Source: an optimization exercise on an open RTL-to-GDS flow (aim: small area). Production flows keep margins and buffers that such runs may drop. At most, simulation tests tie the RTL to the original design; equivalence was not proved. For run 2, only the layout was checked, not whether the RTL still works.

$ cat flow/design.v
module ChordMachine2 (
	input         CLOCK_50,
	input         reset,
	input  [3:0]  KEY,
	input  [9:0]  SW,
	input  [17:0] keyBus,
	output [31:0] mix_out,
	output [5:0]  LEDR
);
	localparam integer clock = 50000000;
	localparam [20:0] C3  = clock/131;
	localparam [20:0] Eb3 = clock/156;
	localparam [20:0] F3  = clock/175;
	localparam [20:0] G3  = clock/196;
	localparam [20:0] C5  = clock/523;
	localparam [20:0] Eb5 = clock/622;
	localparam [20:0] F5  = clock/698;
	localparam [20:0] Gb5 = clock/740;
	localparam [20:0] G5  = clock/784;
	localparam [20:0] Bb5 = clock/932;
	localparam [20:0] C6  = clock/1047;
	localparam [20:0] Eb6 = clock/1244;
	localparam [20:0] F6  = clock/1397;
	wire squareEn = SW[9];
	wire triEn    = SW[8];
	wire sawEn    = SW[7];
	wire phaseEn  = SW[6];
	wire loopEn   = SW[5];
	reg sawEn_d, sawPEn_d, triEn_d, triPEn_d;
	always @(posedge CLOCK_50) begin
		if (reset) begin
			sawEn_d <= 1'b0; sawPEn_d <= 1'b0; triEn_d <= 1'b0; triPEn_d <= 1'b0;
		end else begin
			sawEn_d <= sawEn; sawPEn_d <= sawEn & phaseEn;
			triEn_d <= triEn; triPEn_d <= triEn & phaseEn;
		end
	end
	wire sqPEn = squareEn & phaseEn;
	wire [31:0] v0, v1, v2, v3, v0k, v1k, v2k, v3k, v4k, v5k, v6k, v7k, v8k;
	noteVoice #(C3)  n0 (CLOCK_50, reset, squareEn, sqPEn, sawEn_d, sawPEn_d, triEn_d, triPEn_d, v0);
	noteVoice #(Eb3) n1 (CLOCK_50, reset, squareEn, sqPEn, sawEn_d, sawPEn_d, triEn_d, triPEn_d, v1);
	noteVoice #(F3)  n2 (CLOCK_50, reset, squareEn, sqPEn, sawEn_d, sawPEn_d, triEn_d, triPEn_d, v2);
	noteVoice #(G3)  n3 (CLOCK_50, reset, squareEn, sqPEn, sawEn_d, sawPEn_d, triEn_d, triPEn_d, v3);
	noteVoice #(C5)  k0 (CLOCK_50, reset, squareEn, sqPEn, sawEn_d, sawPEn_d, triEn_d, triPEn_d, v0k);
	noteVoice #(Eb5) k1 (CLOCK_50, reset, squareEn, sqPEn, sawEn_d, sawPEn_d, triEn_d, triPEn_d, v1k);
	noteVoice #(F5)  k2 (CLOCK_50, reset, squareEn, sqPEn, sawEn_d, sawPEn_d, triEn_d, triPEn_d, v2k);
	noteVoice #(Gb5) k3 (CLOCK_50, reset, squareEn, sqPEn, sawEn_d, sawPEn_d, triEn_d, triPEn_d, v3k);
	noteVoice #(G5)  k4 (CLOCK_50, reset, squareEn, sqPEn, sawEn_d, sawPEn_d, triEn_d, triPEn_d, v4k);
	noteVoice #(Bb5) k5 (CLOCK_50, reset, squareEn, sqPEn, sawEn_d, sawPEn_d, triEn_d, triPEn_d, v5k);
	noteVoice #(C6)  k6 (CLOCK_50, reset, squareEn, sqPEn, sawEn_d, sawPEn_d, triEn_d, triPEn_d, v6k);
	noteVoice #(Eb6) k7 (CLOCK_50, reset, squareEn, sqPEn, sawEn_d, sawPEn_d, triEn_d, triPEn_d, v7k);
	noteVoice #(F6)  k8 (CLOCK_50, reset, squareEn, sqPEn, sawEn_d, sawPEn_d, triEn_d, triPEn_d, v8k);
	wire [3:0] finalOutBus;
	wire [31:0] o0  = finalOutBus[0] ? v0 : 32'd0;
	wire [31:0] o1  = finalOutBus[1] ? v1 : 32'd0;
	wire [31:0] o2  = finalOutBus[2] ? v2 : 32'd0;
	wire [31:0] o3  = finalOutBus[3] ? v3 : 32'd0;
	wire [31:0] o0k = keyBus[0]  ? v0k : 32'd0;
	wire [31:0] o1k = keyBus[3]  ? v1k : 32'd0;
	wire [31:0] o2k = keyBus[5]  ? v2k : 32'd0;
	wire [31:0] o3k = keyBus[6]  ? v3k : 32'd0;
	wire [31:0] o4k = keyBus[7]  ? v4k : 32'd0;
	wire [31:0] o5k = keyBus[10] ? v5k : 32'd0;
	wire [31:0] o6k = keyBus[12] ? v6k : 32'd0;
	wire [31:0] o7k = keyBus[15] ? v7k : 32'd0;
	wire [31:0] o8k = keyBus[17] ? v8k : 32'd0;
	assign mix_out = o0+o1+o2+o3+o0k+o1k+o2k+o3k+o4k+o5k+o6k+o7k+o8k;
	wire [3:0] noteKeys = SW[3:0];
	wire writeEn = (noteKeys != 0) & !loopEn;
	wire [3:0] nkey = ~KEY;
	reg [3:0] qbus0, qbus1, qbus2, qbus3;        
	reg [3:0] Dstatic0, Dstatic1, Dstatic2, Dstatic3;  
	reg [3:0] loopbus0, loopbus1, loopbus2, loopbus3;  
	reg [3:0] LEDPos;
	reg       DstaticLED;
	reg [15:0] rateOut;
	reg [2:0] startOfBar;
	reg [3:0] ledShiftSel;
	wire start = (startOfBar == 3'd0);
	wire BPMShiftEn = (rateOut == 16'd0);
	always @(posedge CLOCK_50) begin
		if (reset) begin
			qbus0 <= 0; qbus1 <= 0; qbus2 <= 0; qbus3 <= 0;
		end else begin
			if (nkey[0] & writeEn) qbus0 <= noteKeys;
			if (nkey[1] & writeEn) qbus1 <= noteKeys;
			if (nkey[2] & writeEn) qbus2 <= noteKeys;
			if (nkey[3] & writeEn) qbus3 <= noteKeys;
		end
	end
	always @(posedge CLOCK_50) begin
		if (reset) begin
			Dstatic0 <= 0; Dstatic1 <= 0; Dstatic2 <= 0; Dstatic3 <= 0;
			DstaticLED <= 1'b0;
		end else begin
			if (nkey[0] & loopEn) Dstatic0 <= noteKeys;
			if (nkey[1] & loopEn) Dstatic1 <= noteKeys;
			if (nkey[2] & loopEn) Dstatic2 <= noteKeys;
			if (nkey[3] & loopEn) Dstatic3 <= noteKeys;
			if (loopEn) DstaticLED <= 1'b1;
		end
	end
	always @(posedge CLOCK_50) begin
		if (reset | !loopEn) begin
			loopbus0 <= 0; loopbus1 <= 0; loopbus2 <= 0; loopbus3 <= 0; LEDPos <= 0;
		end else begin
			if (nkey[0]) begin if (start) loopbus0 <= Dstatic0; end
			else if (BPMShiftEn) loopbus0 <= {loopbus0[0], loopbus0[3:1]};
			else if (start) loopbus0 <= Dstatic0;
			if (nkey[1]) begin if (start) loopbus1 <= Dstatic1; end
			else if (BPMShiftEn) loopbus1 <= {loopbus1[0], loopbus1[3:1]};
			else if (start) loopbus1 <= Dstatic1;
			if (nkey[2]) begin if (start) loopbus2 <= Dstatic2; end
			else if (BPMShiftEn) loopbus2 <= {loopbus2[0], loopbus2[3:1]};
			else if (start) loopbus2 <= Dstatic2;
			if (nkey[3]) begin if (start) loopbus3 <= Dstatic3; end
			else if (BPMShiftEn) loopbus3 <= {loopbus3[0], loopbus3[3:1]};
			else if (start) loopbus3 <= Dstatic3;
			if (BPMShiftEn) LEDPos <= {LEDPos[0], LEDPos[3:1]};
			else if (start) LEDPos <= {DstaticLED, 3'b000};
		end
	end
	always @(posedge CLOCK_50) begin
		if (reset) begin
			rateOut <= 0;
			startOfBar <= 0;
		end else begin
			if (startOfBar == 3'd4) startOfBar <= 0;
			if (BPMShiftEn) begin
				rateOut <= 16'd49999;
				startOfBar <= startOfBar + 3'd1;
			end else if (loopEn)
				rateOut <= rateOut - 16'd1;
		end
	end
	always @(posedge CLOCK_50) begin
		if (reset) ledShiftSel <= 0;
		else if (loopEn) begin
			if (nkey[3]) ledShiftSel <= 4'b1000;
			else if (nkey[2]) ledShiftSel <= 4'b0100;
			else if (nkey[1]) ledShiftSel <= 4'b0010;
			else if (nkey[0]) ledShiftSel <= 4'b0001;
		end
	end
	wire [3:0] qbus0pt = (nkey[0] | loopbus0[3]) ? qbus0 : 4'd0;
	wire [3:0] qbus1pt = (nkey[1] | loopbus1[3]) ? qbus1 : 4'd0;
	wire [3:0] qbus2pt = (nkey[2] | loopbus2[3]) ? qbus2 : 4'd0;
	wire [3:0] qbus3pt = (nkey[3] | loopbus3[3]) ? qbus3 : 4'd0;
	assign finalOutBus = qbus0pt | qbus1pt | qbus2pt | qbus3pt;
	assign LEDR[5] = loopEn ? start : |keyBus;
	assign LEDR[4] = loopEn & BPMShiftEn;
	assign LEDR[3:0] = loopEn ? (LEDPos | (ledShiftSel[3] ? Dstatic3 : 4'd0) | (ledShiftSel[2] ? Dstatic2 : 4'd0)
	                                    | (ledShiftSel[1] ? Dstatic1 : 4'd0) | (ledShiftSel[0] ? Dstatic0 : 4'd0))
	                          : (writeEn ? noteKeys : finalOutBus);
endmodule
module noteVoice #(parameter [20:0] N = 1) (
	input clk, input rst,
	input sqEn, input sqPEn, input sawEn_d, input sawPEn_d, input triEn_d, input triPEn_d,
	output [31:0] v
);
	localparam [20:0] P = N + N/2;
	localparam [31:0] SQ_HI = 32'd20000000;
	localparam [31:0] SQ_LO = -32'd20000000;
	wire snd, sndP;
	wire [31:0] saw, sawP, triV, triVP;
	sawGen #(N) sa (clk, rst, saw, snd);
	sawGen #(P) sp (clk, rst, sawP, sndP);
	triGen #(N) ta (clk, rst, triV);
	triGen #(P) tp (clk, rst, triVP);
	assign v = (sqEn ? (snd ? SQ_HI : SQ_LO) : 32'd0)
	         | (sqPEn ? (sndP ? SQ_HI : SQ_LO) : 32'd0)
	         | (sawEn_d ? saw : 32'd0) | (sawPEn_d ? sawP : 32'd0)
	         | (triEn_d ? triV : 32'd0) | (triPEn_d ? triVP : 32'd0);
endmodule
module sawGen #(parameter [20:0] N = 1) (input clk, input rst, output [31:0] val, output snd);
	function integer BITS(input integer x);
		integer i;
		begin
			BITS = 1;
			for (i = 1; i < 27; i = i + 1)
				if (x >= (1 << i)) BITS = i + 1;
		end
	endfunction
	localparam integer Q  = 20000000 / N;
	localparam integer TZ = (Q % 2 != 0) ? 0 : (Q % 4 != 0) ? 1 : (Q % 8 != 0) ? 2 : (Q % 16 != 0) ? 3 : 4;
	localparam integer QH = Q >> TZ;
	localparam integer NQH = N * QH;
	localparam integer W  = BITS(NQH);
	reg [W-1:0] R;
	reg sndd;
	wire [W-1:0] nq = NQH;
	wire wrap = &(R | ~nq);  
	always @(posedge clk) begin
		if (rst) begin
			R <= nq;
			sndd <= 1'b1;
		end else begin
			R <= wrap ? {W{1'b0}} : R + QH[W-1:0];
			sndd <= sndd ^ wrap;
		end
	end
	assign snd = sndd ^ wrap;
	assign val = {{(31-W-TZ){1'b0}}, R, {(TZ+1){1'b0}}};
endmodule
module triGen #(parameter [20:0] N = 1) (input clk, input rst, output [31:0] val);
	function integer BITS(input integer x);
		integer i;
		begin
			BITS = 1;
			for (i = 1; i < 27; i = i + 1)
				if (x >= (1 << i)) BITS = i + 1;
		end
	endfunction
	localparam integer Q  = 20000000 / N;
	localparam integer TZ = (Q % 2 != 0) ? 0 : (Q % 4 != 0) ? 1 : (Q % 8 != 0) ? 2 : (Q % 16 != 0) ? 3 : 4;
	localparam integer QH = Q >> TZ;
	localparam integer NQH = N * QH;
	localparam integer W  = BITS((N + 1) * QH);
	localparam [31:0] SPIKE = 32'h1FFFFF * (2 * Q);
	reg [W-1:0] R;
	reg up, spk;
	wire [W-1:0] nq = NQH;
	wire [W-1:0] qh = QH;
	wire isN = &(R | ~nq);                   
	wire [W:0] sum = {1'b0, R} + {1'b0, (up ? qh : -qh)};
	wire zero = ~sum[W];                     
	always @(posedge clk) begin
		if (rst) begin
			R <= {W{1'b0}};
			up <= 1'b1;
			spk <= 1'b1;
		end else begin
			R <= (spk | (~up & zero)) ? {W{1'b0}} : sum[W-1:0];
			up <= up ? ~isN : zero;
			spk <= ~up & zero;
		end
	end
	assign val = {{(31-W-TZ){1'b0}}, R, {(TZ+1){1'b0}}} | (spk ? SPIKE : 32'd0);
endmodule
$ cat flow/run.sh
#!/bin/bash
# synth_recipe.tcl (not shown) runs the flow's synth.tcl, then flattens the netlist and writes it again
# the make line also repeats each setting of config.mk as NAME=value (left out here)
make -C /OpenROAD-flow-scripts/flow DESIGN_CONFIG=/design/flow/config.mk WORK_HOME=/design/flow/orfs CLKGATE_MAP_FILE= SYNTH_SCRIPT=/design/flow/synth_recipe.tcl finish
$ cat flow/config.mk
export PLATFORM = sky130hd
export DESIGN_NAME = ChordMachine2
export DESIGN_NICKNAME = ChordMachine2
export VERILOG_FILES = /design/flow/design.v
export SDC_FILE = /design/flow/constraint.sdc
export NUM_CORES = 4
export LEC_CHECK = 0
export CAP_MARGIN = 20
export CORE_MARGIN = 2
export CORE_UTILIZATION = 40
export SLEW_MARGIN = 20
$ cat flow/constraint.sdc
create_clock -name core_clock -period 20.0 [get_ports {CLOCK_50}]
set_input_delay 4.0000 -clock core_clock [delete_from_list [all_inputs] [get_ports {CLOCK_50}]]
set_output_delay 4.0000 -clock core_clock [all_outputs]
set_load 0.01 [all_outputs]
==> run summary, run 1 <==
At the end of routability-driven placement, the weighted congestion stood at 0.965. The root buffer cell was sky130_fd_sc_hd__clkbuf_16. Actual slew at the worst max-slew pin: 1.15 ns. The setup total negative slack came out at 0 ns. The vertical die dimension is 486 µm. The run finished with no timing, DRC or antenna violations. In this run, post-CTS hold repair placed 0 buffers.

The first global-routing pass estimated 458000 µm of wire. The number of buffers inserted to repair setup after CTS came out at 0. The maximum number of pins on one net before global-route repair is 147.

The number of buffers and inverters on the critical path works out to 6. The H-tree was split into 4 levels. The first routing iteration left 7421 violations.

The run gives 11 as the first-pass detailed-route iteration total. The final-report setup violation count was 0.

For the Yosys warning count, the log shows 53. For the clock latency reported for the late side of the worst-skew pair, the log shows 0.87 ns. The per-cell via count in the routed design is 5.79.

Among all flip-flop cells after synthesis, the most frequent one is sky130_fd_sc_hd__dfxtp_1. The startpoint identified for the worst register-to-register timing path is k8.ta.up. The number of cells on the worst reg-to-reg path is 12. After detailed routing, the number of remaining DRC violations is 0. The maximum net fanout on the critical path works out to 18.

Clock-pin slew was measured on the worst setup and hold paths at 0.06 ns. Cells with a size suffix above 1 make up 4.57% of the layout. The critical path is of the in -> out type. The final count of pins violating max slew was 0.

The tools report the net count of the mapped netlist as 12100. In this run the most critical hold path is launched from n3.sp.R[0]. After detailed routing, the total wire length is 298000 µm.

Fill cells in the final layout number 22600. The number of hold violations in the final report came out at 0. The largest individual stage delay along the critical path comes from the cell sky130_fd_sc_hd__nor2_1. The endpoint identified for the worst register-to-register timing path is k8.ta.R[4]. In this run the tool buffered the top-level ports with 69 buffer cells. Once detail routing completed, the nets flagged for antenna violations numbered 0.

For the via count of the first global-routing pass, the log shows 78300. The HPWL reported at the end of detailed placement was 228000 µm; the area of the mapped netlist was 0.0927 mm². Number of enable-type register cells in the synthesized netlist: 0.

The post-route clock skew is 0.0387 ns. The tools report the total number of vias as 81800. Path class of the lowest-slack min-delay path: reg -> reg.

The worst setup path is captured at an output pin. The floorplan has 176 rows. The number of stages on the worst hold path is 1, and the post-CTS resize count is 0. The hold-critical path endpoint is n3.sp.R[0]. After synthesis the netlist holds a flip-flop and latch count of 1408.

Max-cap violations in this run came to 0. The die covers 0.236 mm². For the worst setup slack for register-to-register paths, the log shows 15.13 ns.

In this design, the critical path's most frequently occurring cell is sky130_fd_sc_hd__fa_1. Timing would allow up to 0.0595 GHz. The data required time at the worst endpoint came out at 16.00 ns. The worst slew margin relative to its limit is 22.9%. Global routing used 24.5% of the available tracks. The post-route minimum period was 16.81 ns; the largest stage delay on the critical path was 0.81 ns. Synthesis produced a netlist whose cell count is 11100. The count of distinct cell types in the synthesized netlist was 102. The proportion of register bits with asynchronous set or reset after synthesis is 0%.

On the critical path the largest part of the delay comes from adder cells. TritonCTS created 170 clock buffers. For this run the aggregate overflow at the end of global routing stands at 0. STA classifies the critical path startpoint as a primary input. The proportion of synthesized chip area in sequential cells is 30.4%. 72 I/O pins were placed. The clock drives 1408 sinks.

Setup repair after global routing left no endpoint under its margin. The net count of the finished layout is 12000. Each instance of the synthesized netlist takes up on average 8.38 µm².

The clock passes through at most 3 buffers. Dividing the final minimum period by the clock period gives 84.1%. After floorplanning, the core was sized to cover 0.230 mm². The initial antenna violation count was 8. In the final routed layout, each cell accounts on average for 21.1 µm.

The width of the die came out at 486 µm. For this configuration, the core starts out at a cell density of 40.3%. Compared with the post-synthesis result, the final layout area differs by 10.1%. TritonCTS built the clock tree.

Data arrives at the worst endpoint at 12.81 ns. On the final layout, the worst hold slack is 0.450 ns.
## worst register-to-register path, delay by kind of cell, from the launching register on
kind / cells / cell delay (ns)
compound gates: 7 / 1.96
buf+inv: 1 / 0.48
simple gates: 3 / 1.23
flops: 1 / 0.55
fa+ha+maj: 1 / 0.56
## stage by stage
| stage | instance area [µm²] | worst slack, ns | cells | utilization, % |
|---|---|---|---|---|
| after floorplan | 92700 | 5.85 | 11100 | - |
| after CTS | 102000 | 3.21 | 14100 | 44.3 |
| after detailed placement | 96200 | 3.27 | 13800 | 41.8 |
| after global placement | 96200 | 3.32 | 13800 | 41.8 |
| after global routing | 102000 | 2.62 | 14100 | 44.3 |
| final | 102000 | 3.19 | 14100 | 44.3 |
## cells by family after synthesis
group                    Yosys count  synth area share, %
other                              1              0.00404
multiplexers                      39                0.422
AND/OR/NAND/NOR                 3568                 18.1
adder cells (fa/ha/maj)         1004                 16.3
buffers and inverters            982                 4.09
AO/OA/AOI/OAI                   3069                 21.3
XOR/XNOR                         993                 9.38
flip-flops                      1408                 30.4
## synth_stat cells (49+ instances only)
master / count / share of area (%)
sky130_fd_sc_hd__dfxtp_1: 1408 / 30
sky130_fd_sc_hd__nor2_1: 1254 / 5.1
sky130_fd_sc_hd__o21ai_0: 1036 / 5.6
sky130_fd_sc_hd__nand2_1: 763 / 3.1
sky130_fd_sc_hd__ha_1: 662 / 8.9
sky130_fd_sc_hd__a21oi_1: 609 / 3.3
sky130_fd_sc_hd__inv_1: 561 / 2.3
sky130_fd_sc_hd__xor2_1: 544 / 5.1
sky130_fd_sc_hd__xnor2_1: 449 / 4.2
sky130_fd_sc_hd__clkbuf_1: 353 / 1.4
sky130_fd_sc_hd__fa_1: 342 / 7.4
sky130_fd_sc_hd__nand3_1: 340 / 1.8
sky130_fd_sc_hd__nor3_1: 268 / 1.4
sky130_fd_sc_hd__a21o_1: 242 / 2.0
sky130_fd_sc_hd__a22oi_1: 218 / 1.8
sky130_fd_sc_hd__nand4_1: 170 / 1.1
sky130_fd_sc_hd__a222oi_1: 154 / 1.7
sky130_fd_sc_hd__nand2b_1: 147 / 0.99
sky130_fd_sc_hd__nor2b_1: 137 / 0.92
sky130_fd_sc_hd__o21a_1: 119 / 0.96
sky130_fd_sc_hd__and3_1: 115 / 0.78
sky130_fd_sc_hd__a31oi_1: 105 / 0.71
sky130_fd_sc_hd__a211oi_1: 100 / 0.81
sky130_fd_sc_hd__or3_1: 81 / 0.55
sky130_fd_sc_hd__o21bai_1: 73 / 0.59
sky130_fd_sc_hd__or2_2: 72 / 0.49
sky130_fd_sc_hd__a41oi_1: 50 / 0.47
sky130_fd_sc_hd__and2_1: 49 / 0.33
## final cells by class
| type | instances | area, µm² | area share (%) |
|---|---|---|---|
| antenna | 8 | 20.0 | 0.0196 |
| clock buffer | 251 | 5050 | 4.95 |
| clock inverter | 59 | 860 | 0.842 |
| inverter | 563 | 2120 | 2.08 |
| multi-input combinational | 8674 | 60900 | 59.6 |
| sequential | 1408 | 28200 | 27.6 |
| tap | 3026 | 3790 | 3.71 |
| timing repair buffer | 135 | 1230 | 1.20 |
## routing by layer
layer	vias up	share of wire [%]	global-route usage [%]
li1	39200	-	-
met1	39400	44	32.8
met2	2551	45	39.2
met3	524	6.8	4.03
met4	0	4.3	10.1
met5	-	0	0
## worst max path at each step
stage / startpoint / endpoint / slack [ns] / depth (start not counted)
final: KEY[1] / mix_out[30] / 3.19 / 28
after CTS: KEY[1] / mix_out[30] / 3.21 / 28
after detailed placement: KEY[0] / mix_out[30] / 3.27 / 28
after global placement: KEY[1] / mix_out[30] / 3.32 / 28
after global routing: KEY[1] / mix_out[30] / 2.62 / 28
after floorplan: SW[9] / mix_out[30] / 5.85 / 26
## layout by cell type (no fill, tap or decap), types with 42 or more instances in the layout
cell                              Yosys  final
sky130_fd_sc_hd__a211oi_1           100    100
sky130_fd_sc_hd__a21o_1             242    242
sky130_fd_sc_hd__nand4_1            170    170
sky130_fd_sc_hd__or3_1               81     81
sky130_fd_sc_hd__nand2_1            763    763
sky130_fd_sc_hd__dfxtp_1           1408   1404
sky130_fd_sc_hd__a222oi_1           154    154
sky130_fd_sc_hd__nor2_1            1254   1254
sky130_fd_sc_hd__clkbuf_8             0     45
sky130_fd_sc_hd__nor2b_1            137    137
sky130_fd_sc_hd__o21ai_0           1036   1036
sky130_fd_sc_hd__clkdlybuf4s50_1      0     66
sky130_fd_sc_hd__fa_1               342    342
sky130_fd_sc_hd__ha_1               662    662
sky130_fd_sc_hd__a41oi_1             50     50
sky130_fd_sc_hd__buf_4               10     62
sky130_fd_sc_hd__o21a_1             119    119
sky130_fd_sc_hd__nor3_1             268    268
sky130_fd_sc_hd__nand3_1            340    340
sky130_fd_sc_hd__o21bai_1            73     73
sky130_fd_sc_hd__a31oi_1            105    105
sky130_fd_sc_hd__and2_1              49     49
sky130_fd_sc_hd__clkbuf_16            0    172
sky130_fd_sc_hd__xnor2_1            449    449
sky130_fd_sc_hd__nor3b_1             42     42
sky130_fd_sc_hd__inv_1              561    561
sky130_fd_sc_hd__and3_1             115    115
sky130_fd_sc_hd__xor2_1             544    544
sky130_fd_sc_hd__nand2b_1           147    147
sky130_fd_sc_hd__a21oi_1            609    609
sky130_fd_sc_hd__or2_2               72     72
sky130_fd_sc_hd__a22oi_1            218    218
==> run 2: changes to the inputs <==
--- a/flow/design.v
+++ b/flow/design.v
@@ -188,14 +188,24 @@
 	localparam integer W  = BITS(NQH);
-	reg [W-1:0] R;
+	wire [W-1:0] pm = QH;
+	wire [W-1:0] nq = NQH;
+	reg [W-1:0] X;
 	reg sndd;
-	wire [W-1:0] nq = NQH;
+	wire [W-1:0] R = X ^ pm;
 	wire wrap = &(R | ~nq);  
+	wire clr = rst | wrap;
+	wire [W:0] co;           
+	wire [W-1:0] ci, s;
+	genvar i;
+	generate for (i = 0; i < W; i = i + 1) begin : add
+		if (i == 0) begin : b0
+			assign ci[i] = pm[0];
+		end else begin : bn
+			assign ci[i] = co[i] ^ (pm[i] ^ pm[i-1]);
+		end
+		assign s[i] = X[i] ^ ci[i];
+		assign co[i+1] = X[i] & ci[i];
+	end endgenerate
 	always @(posedge clk) begin
-		if (rst) begin
-			R <= nq;
-			sndd <= 1'b1;
-		end else begin
-			R <= wrap ? {W{1'b0}} : R + QH[W-1:0];
-			sndd <= sndd ^ wrap;
-		end
+		X <= rst ? (nq ^ pm) : wrap ? pm : s;
+		sndd <= rst | (sndd ^ wrap);
 	end
@@ -220,18 +230,28 @@
 	reg [W-1:0] R;
-	reg up, spk;
+	reg up, dn, spk;    
 	wire [W-1:0] nq = NQH;
 	wire [W-1:0] qh = QH;
-	wire isN = &(R | ~nq);                   
-	wire [W:0] sum = {1'b0, R} + {1'b0, (up ? qh : -qh)};
-	wire zero = ~sum[W];                     
+	wire isN = &(R | ~nq);   
+	wire [W:0] c;
+	wire [W-1:0] s;
+	assign c[0] = 1'b0;
+	genvar i;
+	generate for (i = 0; i < W; i = i + 1) begin : add
+		wire b;
+		if (i == 0) begin : b0
+			assign b = 1'b1;
+		end else begin : bn
+			assign b = qh[i] ? up : dn;
+		end
+		assign s[i] = R[i] ^ b ^ c[i];
+		assign c[i+1] = (R[i] & b) | (R[i] & c[i]) | (b & c[i]);
+	end endgenerate
+	wire zero = ~c[W];       
+	wire clr = rst | spk | (dn & zero);
+	wire nup = up ? ~isN : zero;
 	always @(posedge clk) begin
-		if (rst) begin
-			R <= {W{1'b0}};
-			up <= 1'b1;
-			spk <= 1'b1;
-		end else begin
-			R <= (spk | (~up & zero)) ? {W{1'b0}} : sum[W-1:0];
-			up <= up ? ~isN : zero;
-			spk <= ~up & zero;
-		end
+		R <= clr ? {W{1'b0}} : s;
+		up <= rst | nup;
+		dn <= ~rst & ~nup;
+		spk <= rst | (dn & zero);
 	end
--- a/flow/config.mk
+++ b/flow/config.mk
@@ -9,3 +9,4 @@
 export CORE_MARGIN = 2
-export CORE_UTILIZATION = 40
+export CORE_UTILIZATION = 70
+export PLACE_DENSITY = 0.78
 export SLEW_MARGIN = 20
==> run 2 against run 1 <==
Largest cell class unchanged. Register-to-register slack worse by 7.7 ns. Core utilization is 32 points higher. Clock skew is 0.0033 ns lower. Global-route usage grew 14 points. Worst setup slack better by 0.28 ns. Still clean on timing, DRC and antenna. Critical path type unchanged. Final cell count down 36%. Hold slack worse by 0.065 ns. Area after synthesis decreased by 13%.
==> run summary, run 2 <==
For the data required time at the worst endpoint, the log shows 16.00 ns (about the same). The tools report the overall global routing resource usage as 38.5% (+14 points). The post-synthesis register bit count works out to 1434 (+1.8%).

Number of hold violations in the final report: 0 (unchanged). Leaving out fill and tap cells, the most frequent cell in the layout is sky130_fd_sc_hd__dfxtp_1. The post-route minimum period was 16.53 ns (-0.283 ns). The proportion of register bits with asynchronous set or reset after synthesis was 0% (unchanged). The logs give 222000 µm (-26%) for the final routed wirelength across all metal layers and 80 (-22%) for the count of distinct cell types in the synthesized netlist. The post-route clock skew came out at 0.0353 ns (-0.00331 ns). The number of stages on the worst hold path was 1 (unchanged). The ratio of final minimum period to clock period came out at 82.6% (-1.4 points). The net count of the mapped netlist is 9088 (-25%).

The synthesized design spends more area on one cell type than any other, namely sky130_fd_sc_hd__dfxtp_1. The count of port buffers added during placement was 69 (unchanged); the number of sinks driven by the clock tree was 1434 (+1.8%). The Yosys warning count is 53 (unchanged), and the final design area excluding fillers is 0.0870 mm² (-15%). By area the synthesized netlist is led by sky130_fd_sc_hd__dfxtp_1, sky130_fd_sc_hd__fa_1, sky130_fd_sc_hd__ha_1, sky130_fd_sc_hd__and2_1, sky130_fd_sc_hd__o21ai_0.

The run gives 0.0605 GHz (+1.7%) as the highest attainable clock frequency. The number of placed I/O pins came out at 72 (unchanged). CTS placed an instance of sky130_fd_sc_hd__clkbuf_16 at the clock tree root.

For the effective utilization at floorplan, the log shows 70.4% (+30 points). Setup repair after global routing left no endpoint under its margin. The worst setup path is captured at an output pin. The proportion of synthesized chip area in sequential cells was 35.8% (+5.4 points); the die area was 0.117 mm² (-50%). The data arrival time at the worst-slack endpoint is 12.53 ns (-0.28 ns).

Leaving out fill and tap cells, the most frequent cells in the layout are sky130_fd_sc_hd__dfxtp_1, sky130_fd_sc_hd__fa_1, sky130_fd_sc_hd__and2_1. The largest buffer count on any clock path was 3 (unchanged). Remaining design rule violation count: 0 (unchanged). For the global-route wire length before repair, the log shows 341000 µm (-26%).

Critical path class: in -> out. The tools report the post-detailed-placement cell area as 0.0819 mm² (-15%). TritonCTS built the clock tree. The worst-case reg-to-reg path depth is 30 (+18). The placer congestion estimate came out at 1.03 (+7.0%).

The cts-stage hold buffer count was 0 (unchanged). The tools report the clock latency reported for the late side of the worst-skew pair as 0.76 ns (-0.11 ns). The area of the mapped netlist came out at 0.0803 mm² (-13%). The post-synthesis area per instance came out at 10.7 µm² (+27%).

The site row count came out at 124 (-30%). Among all flip-flop cells after synthesis, the most frequent one is sky130_fd_sc_hd__dfxtp_1. The initial antenna violation count came out at 4 (-4). Number of clock buffers inserted by TritonCTS: 153 (-10%). The end of the worst register-to-register path is n1.tp.R[16]. Core box area: 0.114 mm² (-50%). The run gives 0 (unchanged) as the number of buffers inserted to repair setup after CTS.

The final-report setup violation count is 0 (unchanged). The number of enable-type register cells in the synthesized netlist was 0 (unchanged); the vertical die dimension was 343 µm (-29%). The HPWL reported at the end of detailed placement was 168000 µm (-26%); the total number of vias was 56400 (-31%).

The tools report the count of antenna-violating nets left after detailed routing as 0 (unchanged). The residual overflow from global routing is 0 (unchanged), and the count of routing violations after the opening detailed-route iteration is 6591 (-11%). Width of the die: 343 µm (-29%). For the number of diodes added for antenna fixing, the log shows 0 (-8). The worst hold slack after final layout is 0.385 ns (-0.0652 ns), and the depth of the CTS H-tree is 4 (unchanged).

Worst setup slack for register-to-register paths: 7.42 ns (-7.71 ns). The worst register-to-register path begins at n1.tp.dn. For the maximum number of pins on one net before global-route repair, the log shows 157 (+6.8%). First-pass detailed-route iteration total: 10 (-1). The path class of the lowest-slack min-delay path is reg -> reg. The fraction of post-synthesis cell area in the top cell type by area works out to 35.8% (+5.4 points).

The worst slew margin relative to its limit came out at 24.8% (+1.9 points). The commonest cells after synthesis are sky130_fd_sc_hd__dfxtp_1, sky130_fd_sc_hd__fa_1, sky130_fd_sc_hd__and2_1. The per-cell via count in the routed design came out at 6.24 (+7.8%). The startpoint identified for the worst hold timing path is k4.sp.X[0]. The tools report the hold-critical path endpoint as k4.sp.X[0].

For the final count of pins violating max slew, the log shows 0 (unchanged). The via count of the first global-routing pass is 56800 (-27%), and the clock transition at the register clock pins on the worst setup and hold paths after CTS is 0.06 ns (about the same). The max-capacitance violation count was 0 (unchanged). The flow ran to the end and the layout has no timing, DRC or antenna violations. The layout net count was 8971 (-25%). The most frequently used cell type in the post-synthesis netlist was sky130_fd_sc_hd__dfxtp_1.

The maximum net fanout on the critical path was 28 (+10); the setup total negative slack was 0 ns (unchanged). The number of instances in the synthesized netlist is 7530 (-32%), and the post-CTS resize count is 0 (unchanged). The actual slew at the worst max-slew pin is 1.12 ns (-0.0331 ns). The signed area change from the synthesized netlist to the final layout is 8.43%.

Share of cells above drive strength 1: 5.05% (+0.48 points). The category of the worst setup path launch point was a primary input.

The average routed wire per standard cell works out to 24.5 µm (+16%).
## run 2: cell types whose count changed after synthesis, sizes merged, moves of 106 or more
| cell | delta |
|---|---|
| nand2 | -420 |
| and3 | -111 |
| nand3 | -239 |
| fa | +573 |
| o21a | -106 |
| a21oi | -426 |
| o21ai | -448 |
| xor2 | -486 |
| and2 | +821 |
| nor2 | -1088 |
| nor3 | -198 |
| xnor2 | -409 |
## run 2: metrics by stage
stage	setup WS [ns]	util [%]	std cells
floorplan	5.70	-	7530
global placement	3.55	71.8	8767
detailed placement	3.50	71.8	8767
CTS	3.49	76.3	9037
global route	3.02	76.3	9040
finish	3.47	76.3	9040
## run 2: area by class of cell
type / instances / area, µm²
repair buffers: 136 / 1240
well taps: 1512 / 1890
inverters: 557 / 2090
multi-input cells: 5131 / 48000
flip-flops and latches: 1434 / 28700
fillers: 7696 / 27000
clock buffers: 234 / 4670
clock inverters: 36 / 422
## run 2: logic make-up (layout without fill, tap and decap cells)
kind of cell / Yosys count / in the layout / synth area share (%)
and+or+nand+nor: 1911 / 1911 / 13.2
AOI/OAI and AO/OA: 1562 / 1562 / 12.6
adders and majority gates: 1524 / 1524 / 32.3
DFF: 1434 / 1434 / 35.8
buffers and inverters: 965 / 963 / 4.53
xor gates and xnor gates: 100 / 100 / 1.17
muxes: 33 / 33 / 0.411
other: 1 / 1 / 0.00467
## run 2: worst max-delay path by stage
| stage | start | end | depth (start not counted) |
|---|---|---|---|
| after global routing | KEY[2] | mix_out[31] | 22 |
| after floorplan | KEY[1] | mix_out[31] | 19 |
| after global placement | KEY[2] | mix_out[31] | 22 |
| after detailed placement | KEY[2] | mix_out[31] | 22 |
| after CTS | KEY[2] | mix_out[31] | 22 |
| final | KEY[2] | mix_out[31] | 22 |
## run 2: critical path, stage by stage
cell,delay (ns)
sky130_fd_sc_hd__clkdlybuf4s50_1,0.72
sky130_fd_sc_hd__nand2b_1,0.19
sky130_fd_sc_hd__a22o_1,0.29
sky130_fd_sc_hd__a221oi_4,0.18
sky130_fd_sc_hd__buf_4,0.38
sky130_fd_sc_hd__or3_1,0.42
sky130_fd_sc_hd__o21ai_0,0.27
sky130_fd_sc_hd__fa_1,0.66
sky130_fd_sc_hd__fa_1,0.49
sky130_fd_sc_hd__fa_1,0.53
sky130_fd_sc_hd__fa_1,0.52
sky130_fd_sc_hd__fa_1,0.49
sky130_fd_sc_hd__ha_1,0.35
sky130_fd_sc_hd__o21ai_0,0.22
sky130_fd_sc_hd__nor2_1,0.13
sky130_fd_sc_hd__a311oi_2,0.40
sky130_fd_sc_hd__nor3_1,0.13
sky130_fd_sc_hd__a311o_1,0.38
sky130_fd_sc_hd__a31oi_1,0.37
sky130_fd_sc_hd__o21ai_0,0.28
sky130_fd_sc_hd__xnor3_1,0.44
sky130_fd_sc_hd__clkdlybuf4s50_1,0.64
## run 2: routing by layer
layer  GRT usage (%)  vias up  routed length, µm
met5               0        -                 40
met4            16.1        6              10500
met3            8.62      483              22100
met2            57.8     2596              98600
met1            54.2    28100              90700
li1                -    25200                  -
==> run 3: changes to the inputs <==
--- a/flow/design.v
+++ b/flow/design.v
@@ -38,31 +38,21 @@
 	wire sqPEn = squareEn & phaseEn;
+	reg rst_d;
+	always @(posedge CLOCK_50) rst_d <= reset;
+	wire rstSaw = reset | rst_d;
+	wire [3:0] finalOutBus;
 	wire [31:0] v0, v1, v2, v3, v0k, v1k, v2k, v3k, v4k, v5k, v6k, v7k, v8k;
-	noteVoice #(C3)  n0 (CLOCK_50, reset, squareEn, sqPEn, sawEn_d, sawPEn_d, triEn_d, triPEn_d, v0);
-	noteVoice #(Eb3) n1 (CLOCK_50, reset, squareEn, sqPEn, sawEn_d, sawPEn_d, triEn_d, triPEn_d, v1);
-	noteVoice #(F3)  n2 (CLOCK_50, reset, squareEn, sqPEn, sawEn_d, sawPEn_d, triEn_d, triPEn_d, v2);
-	noteVoice #(G3)  n3 (CLOCK_50, reset, squareEn, sqPEn, sawEn_d, sawPEn_d, triEn_d, triPEn_d, v3);
-	noteVoice #(C5)  k0 (CLOCK_50, reset, squareEn, sqPEn, sawEn_d, sawPEn_d, triEn_d, triPEn_d, v0k);
-	noteVoice #(Eb5) k1 (CLOCK_50, reset, squareEn, sqPEn, sawEn_d, sawPEn_d, triEn_d, triPEn_d, v1k);
-	noteVoice #(F5)  k2 (CLOCK_50, reset, squareEn, sqPEn, sawEn_d, sawPEn_d, triEn_d, triPEn_d, v2k);
-	noteVoice #(Gb5) k3 (CLOCK_50, reset, squareEn, sqPEn, sawEn_d, sawPEn_d, triEn_d, triPEn_d, v3k);
-	noteVoice #(G5)  k4 (CLOCK_50, reset, squareEn, sqPEn, sawEn_d, sawPEn_d, triEn_d, triPEn_d, v4k);
-	noteVoice #(Bb5) k5 (CLOCK_50, reset, squareEn, sqPEn, sawEn_d, sawPEn_d, triEn_d, triPEn_d, v5k);
-	noteVoice #(C6)  k6 (CLOCK_50, reset, squareEn, sqPEn, sawEn_d, sawPEn_d, triEn_d, triPEn_d, v6k);
-	noteVoice #(Eb6) k7 (CLOCK_50, reset, squareEn, sqPEn, sawEn_d, sawPEn_d, triEn_d, triPEn_d, v7k);
-	noteVoice #(F6)  k8 (CLOCK_50, reset, squareEn, sqPEn, sawEn_d, sawPEn_d, triEn_d, triPEn_d, v8k);
-	wire [3:0] finalOutBus;
-	wire [31:0] o0  = finalOutBus[0] ? v0 : 32'd0;
-	wire [31:0] o1  = finalOutBus[1] ? v1 : 32'd0;
-	wire [31:0] o2  = finalOutBus[2] ? v2 : 32'd0;
-	wire [31:0] o3  = finalOutBus[3] ? v3 : 32'd0;
-	wire [31:0] o0k = keyBus[0]  ? v0k : 32'd0;
-	wire [31:0] o1k = keyBus[3]  ? v1k : 32'd0;
-	wire [31:0] o2k = keyBus[5]  ? v2k : 32'd0;
-	wire [31:0] o3k = keyBus[6]  ? v3k : 32'd0;
-	wire [31:0] o4k = keyBus[7]  ? v4k : 32'd0;
-	wire [31:0] o5k = keyBus[10] ? v5k : 32'd0;
-	wire [31:0] o6k = keyBus[12] ? v6k : 32'd0;
-	wire [31:0] o7k = keyBus[15] ? v7k : 32'd0;
-	wire [31:0] o8k = keyBus[17] ? v8k : 32'd0;
-	assign mix_out = o0+o1+o2+o3+o0k+o1k+o2k+o3k+o4k+o5k+o6k+o7k+o8k;
+	noteVoice #(C3)  n0 (CLOCK_50, rstSaw, reset, finalOutBus[0], squareEn, sqPEn, sawEn_d, sawPEn_d, triEn_d, triPEn_d, v0);
+	noteVoice #(Eb3) n1 (CLOCK_50, rstSaw, reset, finalOutBus[1], squareEn, sqPEn, sawEn_d, sawPEn_d, triEn_d, triPEn_d, v1);
+	noteVoice #(F3)  n2 (CLOCK_50, rstSaw, reset, finalOutBus[2], squareEn, sqPEn, sawEn_d, sawPEn_d, triEn_d, triPEn_d, v2);
+	noteVoice #(G3)  n3 (CLOCK_50, rstSaw, reset, finalOutBus[3], squareEn, sqPEn, sawEn_d, sawPEn_d, triEn_d, triPEn_d, v3);
+	noteVoice #(C5)  k0 (CLOCK_50, rstSaw, reset, keyBus[0], squareEn, sqPEn, sawEn_d, sawPEn_d, triEn_d, triPEn_d, v0k);
+	noteVoice #(Eb5) k1 (CLOCK_50, rstSaw, reset, keyBus[3], squareEn, sqPEn, sawEn_d, sawPEn_d, triEn_d, triPEn_d, v1k);
+	noteVoice #(F5)  k2 (CLOCK_50, rstSaw, reset, keyBus[5], squareEn, sqPEn, sawEn_d, sawPEn_d, triEn_d, triPEn_d, v2k);
+	noteVoice #(Gb5) k3 (CLOCK_50, rstSaw, reset, keyBus[6], squareEn, sqPEn, sawEn_d, sawPEn_d, triEn_d, triPEn_d, v3k);
+	noteVoice #(G5)  k4 (CLOCK_50, rstSaw, reset, keyBus[7], squareEn, sqPEn, sawEn_d, sawPEn_d, triEn_d, triPEn_d, v4k);
+	noteVoice #(Bb5) k5 (CLOCK_50, rstSaw, reset, keyBus[10], squareEn, sqPEn, sawEn_d, sawPEn_d, triEn_d, triPEn_d, v5k);
+	noteVoice #(C6)  k6 (CLOCK_50, rstSaw, reset, keyBus[12], squareEn, sqPEn, sawEn_d, sawPEn_d, triEn_d, triPEn_d, v6k);
+	noteVoice #(Eb6) k7 (CLOCK_50, rstSaw, reset, keyBus[15], squareEn, sqPEn, sawEn_d, sawPEn_d, triEn_d, triPEn_d, v7k);
+	noteVoice #(F6)  k8 (CLOCK_50, rstSaw, reset, keyBus[17], squareEn, sqPEn, sawEn_d, sawPEn_d, triEn_d, triPEn_d, v8k);
+	assign mix_out = v0+v1+v2+v3+v0k+v1k+v2k+v3k+v4k+v5k+v6k+v7k+v8k;
 	wire [3:0] noteKeys = SW[3:0];
@@ -79,3 +69,3 @@
 	wire start = (startOfBar == 3'd0);
-	wire BPMShiftEn = (rateOut == 16'd0);
+	wire BPMShiftEn = (rateOut == 16'h0001);
 	always @(posedge CLOCK_50) begin
@@ -124,3 +114,3 @@
 		if (reset) begin
-			rateOut <= 0;
+			rateOut <= 16'h0001;
 			startOfBar <= 0;
@@ -129,6 +119,6 @@
 			if (BPMShiftEn) begin
-				rateOut <= 16'd49999;
+				rateOut <= 16'he856;
 				startOfBar <= startOfBar + 3'd1;
 			end else if (loopEn)
-				rateOut <= rateOut - 16'd1;
+				rateOut <= {1'b0, rateOut[15:1]} ^ (rateOut[0] ? 16'hb400 : 16'h0000);
 		end
@@ -156,3 +146,3 @@
 module noteVoice #(parameter [20:0] N = 1) (
-	input clk, input rst,
+	input clk, input rstSaw, input rstTri, input g,
 	input sqEn, input sqPEn, input sawEn_d, input sawPEn_d, input triEn_d, input triPEn_d,
@@ -165,10 +155,12 @@
 	wire [31:0] saw, sawP, triV, triVP;
-	sawGen #(N) sa (clk, rst, saw, snd);
-	sawGen #(P) sp (clk, rst, sawP, sndP);
-	triGen #(N) ta (clk, rst, triV);
-	triGen #(P) tp (clk, rst, triVP);
-	assign v = (sqEn ? (snd ? SQ_HI : SQ_LO) : 32'd0)
-	         | (sqPEn ? (sndP ? SQ_HI : SQ_LO) : 32'd0)
-	         | (sawEn_d ? saw : 32'd0) | (sawPEn_d ? sawP : 32'd0)
-	         | (triEn_d ? triV : 32'd0) | (triPEn_d ? triVP : 32'd0);
+	sawGen #(N) sa (clk, rstSaw, saw, snd);
+	sawGen #(P) sp (clk, rstSaw, sawP, sndP);
+	triGen #(N) ta (clk, rstTri, triV);
+	triGen #(P) tp (clk, rstTri, triVP);
+	wire sqHi = g & ((sqEn & snd) | (sqPEn & sndP));
+	wire sqLo = g & ((sqEn & ~snd) | (sqPEn & ~sndP));
+	wire eSaw = g & sawEn_d, eSawP = g & sawPEn_d, eTri = g & triEn_d, eTriP = g & triPEn_d;
+	assign v = (sqHi ? SQ_HI : 32'd0) | (sqLo ? SQ_LO : 32'd0)
+	         | (eSaw ? saw : 32'd0) | (eSawP ? sawP : 32'd0)
+	         | (eTri ? triV : 32'd0) | (eTriP ? triVP : 32'd0);
 endmodule
@@ -188,24 +180,19 @@
 	localparam integer W  = BITS(NQH);
-	wire [W-1:0] pm = QH;
+	reg [W-1:0] R;
+	reg sndd;
 	wire [W-1:0] nq = NQH;
-	reg [W-1:0] X;
-	reg sndd;
-	wire [W-1:0] R = X ^ pm;
+	wire [W-1:0] qh = QH;
 	wire wrap = &(R | ~nq);  
 	wire clr = rst | wrap;
-	wire [W:0] co;           
-	wire [W-1:0] ci, s;
+	wire [W:0] c;
+	wire [W-1:0] s;
+	assign c[0] = 1'b0;
 	genvar i;
 	generate for (i = 0; i < W; i = i + 1) begin : add
-		if (i == 0) begin : b0
-			assign ci[i] = pm[0];
-		end else begin : bn
-			assign ci[i] = co[i] ^ (pm[i] ^ pm[i-1]);
-		end
-		assign s[i] = X[i] ^ ci[i];
-		assign co[i+1] = X[i] & ci[i];
+		assign s[i] = R[i] ^ qh[i] ^ c[i];
+		assign c[i+1] = qh[i] ? (R[i] | c[i]) : (R[i] & c[i]);
 	end endgenerate
 	always @(posedge clk) begin
-		X <= rst ? (nq ^ pm) : wrap ? pm : s;
-		sndd <= rst | (sndd ^ wrap);
+		R <= clr ? {W{1'b0}} : s;
+		sndd <= ~rst & (sndd ^ wrap);
 	end
--- a/flow/config.mk
+++ b/flow/config.mk
@@ -10,2 +10,5 @@
 export CORE_UTILIZATION = 70
+export CTS_BUF_LIST = sky130_fd_sc_hd__clkbuf_16 sky130_fd_sc_hd__clkbuf_8
+export CTS_CLUSTER_DIAMETER = 100
+export CTS_CLUSTER_SIZE = 20
 export PLACE_DENSITY = 0.78
==> run 3 against run 2 <==
Still clean on timing, DRC and antenna. Area after synthesis fell by 1.9%. Critical path depth grew 5. Global-route usage down 1.2 points.
==> run summary, run 3 <==
The flow ran to the end and the layout has no timing, DRC or antenna violations. Sorting the synthesized cells by area gives the leading types as sky130_fd_sc_hd__dfxtp_1, sky130_fd_sc_hd__fa_1, sky130_fd_sc_hd__ha_1, sky130_fd_sc_hd__and2_1, sky130_fd_sc_hd__a22oi_1. The setup path with the least slack is of type in -> out. The run gives 60 (-25%) as the count of distinct cell types in the synthesized netlist. The post-synthesis register bit count was 1435 (+0.070%). The worst hold path belongs to the class reg -> reg. For the area of the mapped netlist, the log shows 0.0788 mm² (-1.9%). The cell type with the highest aggregate area in the netlist is sky130_fd_sc_hd__dfxtp_1. Setup repair after global routing left no endpoint under its margin. The depth of the CTS H-tree is 3 (-1).

The run gives 0 (unchanged) as the number of buffers inserted to repair setup after CTS. Total number of vias: 53600 (-5.0%). The number of hold violations in the final report was 0 (unchanged). The worst-path cell with the longest stage delay was sky130_fd_sc_hd__xnor2_1.

The clock transition at the register clock pins on the worst setup and hold paths after CTS was 0.07 ns (about the same); the setup total negative slack was 0 ns (unchanged). The total met3 wirelength after detailed routing is 20000 µm (-9.7%), and the count of routing violations after the opening detailed-route iteration is 5012 (-24%). The post-synthesis area per instance came out at 10.7 µm² (+0.11%). The post-CTS resize count is 0 (unchanged).

The proportion of register bits with asynchronous set or reset after synthesis came out at 0% (unchanged). In the post-synthesis netlist, the cell with the most instances is sky130_fd_sc_hd__dfxtp_1. The post-route minimum period works out to 17.32 ns (+0.794 ns). The run gives 0 (unchanged) as the count of antenna-violating nets left after detailed routing.

The maximum number of pins on one net before global-route repair is 60 (-62%). The top cell types in the final layout, fill and taps aside, are sky130_fd_sc_hd__dfxtp_1, sky130_fd_sc_hd__and2_1, sky130_fd_sc_hd__fa_1.

Broken down by cell family, the worst path's largest delay share belongs to adder cells. Top routing layer in use: met5. The largest buffer count on any clock path was 3 (unchanged); the via count of the first global-routing pass was 54600 (-3.9%). The logs give 1435 (+0.070%) for the number of sinks driven by the clock tree and 0.112 mm² (-1.8%) for the core box area.

The logs give 1.01 (-2.2%) for the placer congestion estimate and 93500 µm (-5.2%) for the wire length on met2. The tools report the worst slew margin relative to its limit as 24.5% (-0.35 points). The tools report the net count of the mapped netlist as 8937 (-1.7%). The number of placed I/O pins was 72 (unchanged); the width of the die was 339 µm (-0.94%). The run gives 0 (unchanged) as the cts-stage hold buffer count. The Yosys warning count came out at 53 (unchanged). In the synthesized netlist, the cells that appear most often are sky130_fd_sc_hd__dfxtp_1, sky130_fd_sc_hd__and2_1, sky130_fd_sc_hd__fa_1. Number of buffers and inverters on the critical path: 4 (+1).

The post-route clock skew was 0.0270 ns (-0.00830 ns). The number of enable-type register cells in the synthesized netlist was 0 (unchanged). The largest stage delay on the critical path was 0.71 ns (about the same).

The site row count was 123 (-0.81%). For the worst hold slack after final layout, the log shows 0.444 ns (+0.0590 ns). The run gives 36.5% (+0.72 points) as the proportion of synthesized chip area in sequential cells. The highest attainable clock frequency is 0.0577 GHz (-4.6%), and the routed metal-1 wire length is 86100 µm (-5.0%). The run gives 0 (unchanged) as the final count of pins violating max slew. Relative to the synthesized area, the layout overhead comes to 5.12%.

The worst setup path is launched from a primary input. The maximum net fanout on the critical path was 24 (-14%); the first-pass detailed-route iteration total was 7 (-3). For the number of diodes added for antenna fixing, the log shows 0 (unchanged). The clock latency reported for the late side of the worst-skew pair came out at 0.71 ns (-0.05 ns).

The per-cell via count in the routed design is 6.12 (-2.0%). Leaving out fill and tap cells, the most frequent cell in the layout is sky130_fd_sc_hd__dfxtp_1. The die area was 0.115 mm² (-1.9%).

The global-route wire length before repair is 326000 µm (-4.5%), and the max-capacitance violation count is 0 (unchanged). The share of cells above drive strength 1 works out to 3.35% (-1.7 points). The worst setup path is captured at an output pin. CTS placed an instance of sky130_fd_sc_hd__clkbuf_16 at the clock tree root. The final routed wirelength across all metal layers was 210000 µm (-5.2%). Among all flip-flop cells after synthesis, the most frequent one is sky130_fd_sc_hd__dfxtp_1. The data required time at the worst endpoint was 16.00 ns (about the same); the final cell utilization of the core was 73.9% (-2.4 points). The average routed wire per standard cell was 24.0 µm (-2.2%). TritonCTS built the clock tree. The layout net count came out at 8812 (-1.8%).

The number of instances in the synthesized netlist is 7379 (-2.0%), and the actual slew at the worst max-slew pin is 1.13 ns (+0.0170 ns). The initial antenna violation count was 7 (+3); the vertical die dimension was 339 µm (-0.94%). The effective utilization at floorplan was 70.3% (-0.10 points); the ratio of final minimum period to clock period was 86.6% (+4.0 points). The data arrival time at the worst-slack endpoint is 13.32 ns (+0.79 ns), and the remaining design rule violation count is 0 (unchanged). The run gives 164000 µm (-2.7%) as the HPWL reported at the end of detailed placement. The most numerous cell type found on the critical path is sky130_fd_sc_hd__fa_1. The fraction of post-synthesis cell area in the top cell type by area was 36.5% (+0.72 points). The residual overflow from global routing is 0 (unchanged). The worst setup slack for register-to-register paths was 7.35 ns (-0.07 ns). The overall global routing resource usage is 37.3% (-1.2 points), and the count of port buffers added during placement is 69 (unchanged).

The logs give 0 (unchanged) for the final-report setup violation count and 82 (-46%) for the number of clock buffers inserted by TritonCTS.
run 3: worst register-to-register path, delay by kind of cell, from the launching register on:
| kind | cells | cell delay, ns |
|---|---|---|
| buffers and inverters | 3 | 0.42 |
| flip-flops | 1 | 0.31 |
| AND/OR/NAND/NOR | 2 | 0.50 |
| adder cells (fa/ha/maj) | 24 | 10.94 |
| AO/OA/AOI/OAI | 1 | 0.34 |
run 3: area by class of cell:
class | count | area, µm²
clock buffers | 85 | 2120
clock inverters | 8 | 95.1
fillers | 8159 | 29200
inverters | 540 | 2030
multi-input cells | 5059 | 46800
flip-flops and latches | 1435 | 28700
well taps | 1500 | 1880
repair buffers | 136 | 1180
run 3: cell families after synthesis:
family	after synthesis	share of synthesized area, %
other	1	0.00476
buffers and inverters	885	4.23
XOR/XNOR	95	1.06
flip-flops	1435	36.5
AO/OA/AOI/OAI	964	7.85
adder cells (fa/ha/maj)	1524	32.9
AND/OR/NAND/NOR	2426	16.8
multiplexers	49	0.623
run 3: path summary, 6_finish.rpt:
check / cells past startpoint / startpoint / to
worst max register to register: 30 / k3.tp.dn / k3.tp.R[12]
worst min-delay path: 1 / k8.ta.R[0] / k8.ta.R[0]
worst max-delay path: 27 / KEY[2] / mix_out[30]
worst min register to register: 1 / k8.ta.R[0] / k8.ta.R[0]
run 3: layer usage:
layer | track usage [%] | vias up
met4 | 15.7 | 6
met3 | 8.71 | 454
met1 | 51.7 | 26800
met2 | 56.7 | 2151
met5 | 0 | -
li1 | - | 24200
run 3: stage by stage:
stage	cells	area [µm²]	worst slack [ns]
after CTS	8759	82700	2.77
after floorplan	7379	78800	5.68
after global routing	8763	82800	2.30
final	8763	82800	2.68
after global placement	8666	80500	2.86
after detailed placement	8666	80500	2.82
==> run 4: changes to the inputs <==
--- a/flow/config.mk
+++ b/flow/config.mk
@@ -9,3 +9,3 @@
 export CORE_MARGIN = 2
-export CORE_UTILIZATION = 70
+export CORE_UTILIZATION = 80
 export CTS_BUF_LIST = sky130_fd_sc_hd__clkbuf_16 sky130_fd_sc_hd__clkbuf_8
@@ -13,3 +13,3 @@
 export CTS_CLUSTER_SIZE = 20
-export PLACE_DENSITY = 0.78
+export PLACE_DENSITY = 0.86
 export SLEW_MARGIN = 20
==> run 4 against run 3 <==
Design area shrank 0.54%. Global-route usage grew 6.1 points. Sequential share of layout area grew 0.19 points. Critical path depth shrank 4. Synthesized cell count is the same. Largest cell class unchanged. Highest routed layer is now met4.
==> run summary, run 4 <==
The tools report the global-route wire length before repair as 333000 µm (+2.1%). The post-route clock skew was 0.0209 ns (-0.00615 ns). The tools report the number of buffers inserted to repair setup after CTS as 0 (unchanged). The largest buffer count on any clock path was 3 (unchanged).

In the post-synthesis netlist, the biggest area contributors are sky130_fd_sc_hd__dfxtp_1, sky130_fd_sc_hd__fa_1, sky130_fd_sc_hd__ha_1, sky130_fd_sc_hd__and2_1, sky130_fd_sc_hd__a22oi_1. The final routed wirelength across all metal layers is 214000 µm (+1.9%), and the cts-stage hold buffer count is 0 (unchanged). The proportion of synthesized chip area in sequential cells is 36.5% (unchanged). Per-cell via count in the routed design: 6.47 (+5.8%). The run gives 0 ns (unchanged) as the setup total negative slack. The clock transition at the register clock pins on the worst setup and hold paths after CTS came out at 0.08 ns (about the same). Root buffer cell: sky130_fd_sc_hd__clkbuf_16. The simple-gate share of the synthesized area came out at 16.8% (unchanged).

The tools report the placer congestion estimate as 1.09 (+8.3%). First-pass detailed-route iteration total: 7 (unchanged). The die area is 0.101 mm² (-12%).

The worst-path cell with the longest stage delay is sky130_fd_sc_hd__a21boi_0. The run gives 0 (unchanged) as the residual overflow from global routing. The number of buffers and inverters on the critical path came out at 2 (-2). The tools report the kind of capture point of the worst setup path as an output pin. The post-synthesis register bit count works out to 1435 (unchanged). The via count of the first global-routing pass was 57200 (+4.8%).

Final count of pins violating max slew: 0 (unchanged). Sorting the synthesized cells by how often they occur yields sky130_fd_sc_hd__dfxtp_1, sky130_fd_sc_hd__and2_1, sky130_fd_sc_hd__fa_1. Leaving out fill and tap cells, the most frequent cells in the layout are sky130_fd_sc_hd__dfxtp_1, sky130_fd_sc_hd__and2_1, sky130_fd_sc_hd__fa_1. By area, the combinational part of the netlist is dominated by adder cells.

The number of clock buffers inserted by TritonCTS was 81 (-1.2%). The run gives 43.3% (+6.1 points) as the overall global routing resource usage. The tools report the initial antenna violation count as 3 (-4). In the synthesized netlist the dominant register cell turns out to be sky130_fd_sc_hd__dfxtp_1. For the number of sinks driven by the clock tree, the log shows 1435 (unchanged). The path class of the lowest-slack min-delay path is reg -> reg.

STA classifies the critical path startpoint as a primary input. The post-CTS resize count was 0 (unchanged); the clock latency reported for the late side of the worst-skew pair was 0.72 ns (about the same). For the depth of the CTS H-tree, the log shows 3 (unchanged). The most numerous cell type found on the critical path is sky130_fd_sc_hd__fa_1.

Effective utilization at floorplan: 80.4% (+10 points). The final-report setup violation count was 0 (unchanged); the post-route minimum period was 17.14 ns (-0.181 ns). The highest attainable clock frequency is 0.0583 GHz (+1.1%). Share of cells above drive strength 1: 3.12% (-0.23 points). The critical path in this run is classified as in -> out.

The data required time at the worst endpoint was 16.00 ns (about the same). The data arrival time at the worst-slack endpoint came out at 13.14 ns (-0.18 ns). Setup repair after global routing left no endpoint under its margin. Relative to the synthesized area, the layout overhead comes to 4.55%. The run finished with no timing, DRC or antenna violations. The width of the die is 318 µm (-6.4%). Maximum net fanout on the critical path: 24 (unchanged).

For the Yosys warning count, the log shows 53 (unchanged). The critical path goes through clkdlybuf4s50_1 > nand2b_1 > a22oi_1 > nand2_1 > and2_1 > a21boi_0 > nand4_1 > fa_1 > fa_1 > fa_1 > fa_1 > fa_1 > ha_1 > a21o_1 > or3_1 > o221ai_2 > o21ai_1 > a2111oi_2 > o21ai_1 > a211o_1 > a21oi_1 > xnor2_1 > clkdlybuf4s50_1. The remaining design rule violation count came out at 0 (unchanged). Cell type with the highest aggregate area in the netlist: sky130_fd_sc_hd__dfxtp_1. The logs give 8799 (-0.15%) for the layout net count and 55200 (+3.0%) for the total number of vias. The net count of the mapped netlist is 8937 (unchanged), and the vertical die dimension is 318 µm (-6.4%). Most common cell after layout, fill and taps aside: sky130_fd_sc_hd__dfxtp_1.

TritonCTS built the clock tree. The XOR/XNOR share of the synthesized area is 1.06% (unchanged). The count of port buffers added during placement was 69 (unchanged). The post-synthesis area per instance works out to 10.7 µm² (unchanged).

The fill cell instance count of the final layout came out at 5421 (-34%). Count of distinct cell types in the synthesized netlist: 60 (unchanged). The average routed wire per standard cell was 25.1 µm (+4.6%); the proportion of register bits with asynchronous set or reset after synthesis was 0% (unchanged).

Ratio of final minimum period to clock period: 85.7% (-0.91 points). The largest stage delay on the critical path works out to 0.75 ns (+0.04 ns). The gate family responsible for the most delay along the worst path was adder cells. The fraction of post-synthesis cell area in the top cell type by area works out to 36.5% (unchanged).

The actual slew at the worst max-slew pin came out at 1.15 ns (+0.0218 ns). The core box area was 0.0980 mm² (-13%); the area of the mapped netlist was 0.0788 mm² (unchanged). The max-capacitance violation count was 0 (unchanged); the HPWL reported at the end of detailed placement was 165000 µm (+0.60%). The maximum number of pins on one net before global-route repair is 60 (unchanged), and the number of hold violations in the final report is 0 (unchanged). The number of instances in the synthesized netlist was 7379 (unchanged); the worst slew margin relative to its limit was 22.7% (-1.7 points). The run gives 72 (unchanged) as the number of placed I/O pins.

The most frequently used cell type in the post-synthesis netlist was sky130_fd_sc_hd__dfxtp_1. The count of routing violations after the opening detailed-route iteration is 7219 (+44%). The multiplexer area fraction after synthesis was 0.623% (unchanged). The site row count was 115 (-6.5%); the adder and majority gate portion of the synthesized area was 32.9% (unchanged). The count of antenna-violating nets left after detailed routing is 0 (unchanged). The number of enable-type register cells in the synthesized netlist was 0 (unchanged); the synthesized-area fraction occupied by ao, oa, aoi and oai cells was 7.85% (unchanged).
[run 4: routing by layer]
layer  global-route usage (%)  vias to the layer above  routed length (µm)
met3                     10.7                      743               23600
met5                        0                        -                   0
met2                     66.2                     3057               95700
li1                         -                    24100                   -
met1                     57.6                    27300               80300
met4                     23.5                        0               14500
[run 4: cell families (layout without fill, tap and decap cells)]
kind of cell	Yosys count	in the layout
compound gates	964	964
xor+xnor	95	95
simple gates	2426	2426
buf+inv	885	753
other cells	1	2
flops	1435	1435
fa+ha+maj	1524	1524
mux	49	49
[run 4: layout make-up]
class | count | area [µm²] | share of cell area, %
diodes | 1 | 2.50 | 0.00304
clock buffers | 81 | 2030 | 2.46
clock inverters | 8 | 83.8 | 0.102
inverters | 540 | 2030 | 2.46
multi-input cells | 5059 | 46800 | 56.8
flip-flops and latches | 1435 | 28700 | 34.9
well taps | 1287 | 1610 | 1.96
repair buffers | 124 | 1090 | 1.32
[run 4: final timing paths]
kind              slack [ns]        from  cells after the start     endpoint
hold / removal          0.44  k0.ta.R[0]                      1   k0.ta.R[0]
setup / recovery        2.86      KEY[2]                     23  mix_out[30]
setup reg to reg        7.34    k3.tp.dn                     30  k3.tp.R[16]
hold reg to reg         0.44  k0.ta.R[0]                      1   k0.ta.R[0]
[run 4: stage by stage]
step	util, %	setup slack (ns)	hold slack [ns]	instance area, µm²	instances
CTS	83.9	3.00	0.441	82200	8530
finish	84.0	2.86	0.444	82300	8535
floorplan	-	5.68	0.413	78800	7379
detailed placement	81.8	3.03	0.430	80100	8441
global route	84.0	2.48	0.465	82300	8534
global placement	81.8	3.17	0.425	80100	8441

==> what the ideal ports hide <==
The flow's constraints put no driver on any port. The routed layouts listed below were extracted and timed again, unchanged, in two steps. Step 1 assumes that a clkbuf_16 drives the clock port and a buf_2 every other input. Step 2 times the ports against the registers' clock, not the clock port: input delays grow and output delays shrink by t, the midpoint of the rising clock arrivals with the driver on. Slacks: ideal / step 1 / step 2; pairs: ideal / step 1.
run	t (ns)	setup slack, ns	worst slew at a driven data input, ns
run 1	0.938	3.189 / 3.163 / 3.163	0.22
run 2	0.826	3.472 / 3.435 / 3.435	0.15
run 3	0.776	2.678 / 2.651 / 2.651	0.09
run 4	0.782	2.859 / 2.829 / 2.829	0.09
After both steps every run listed still meets setup and hold. The setup slack of run 2, which loses most, moves by -0.037 ns with the drivers and by -0.037 ns with both steps.
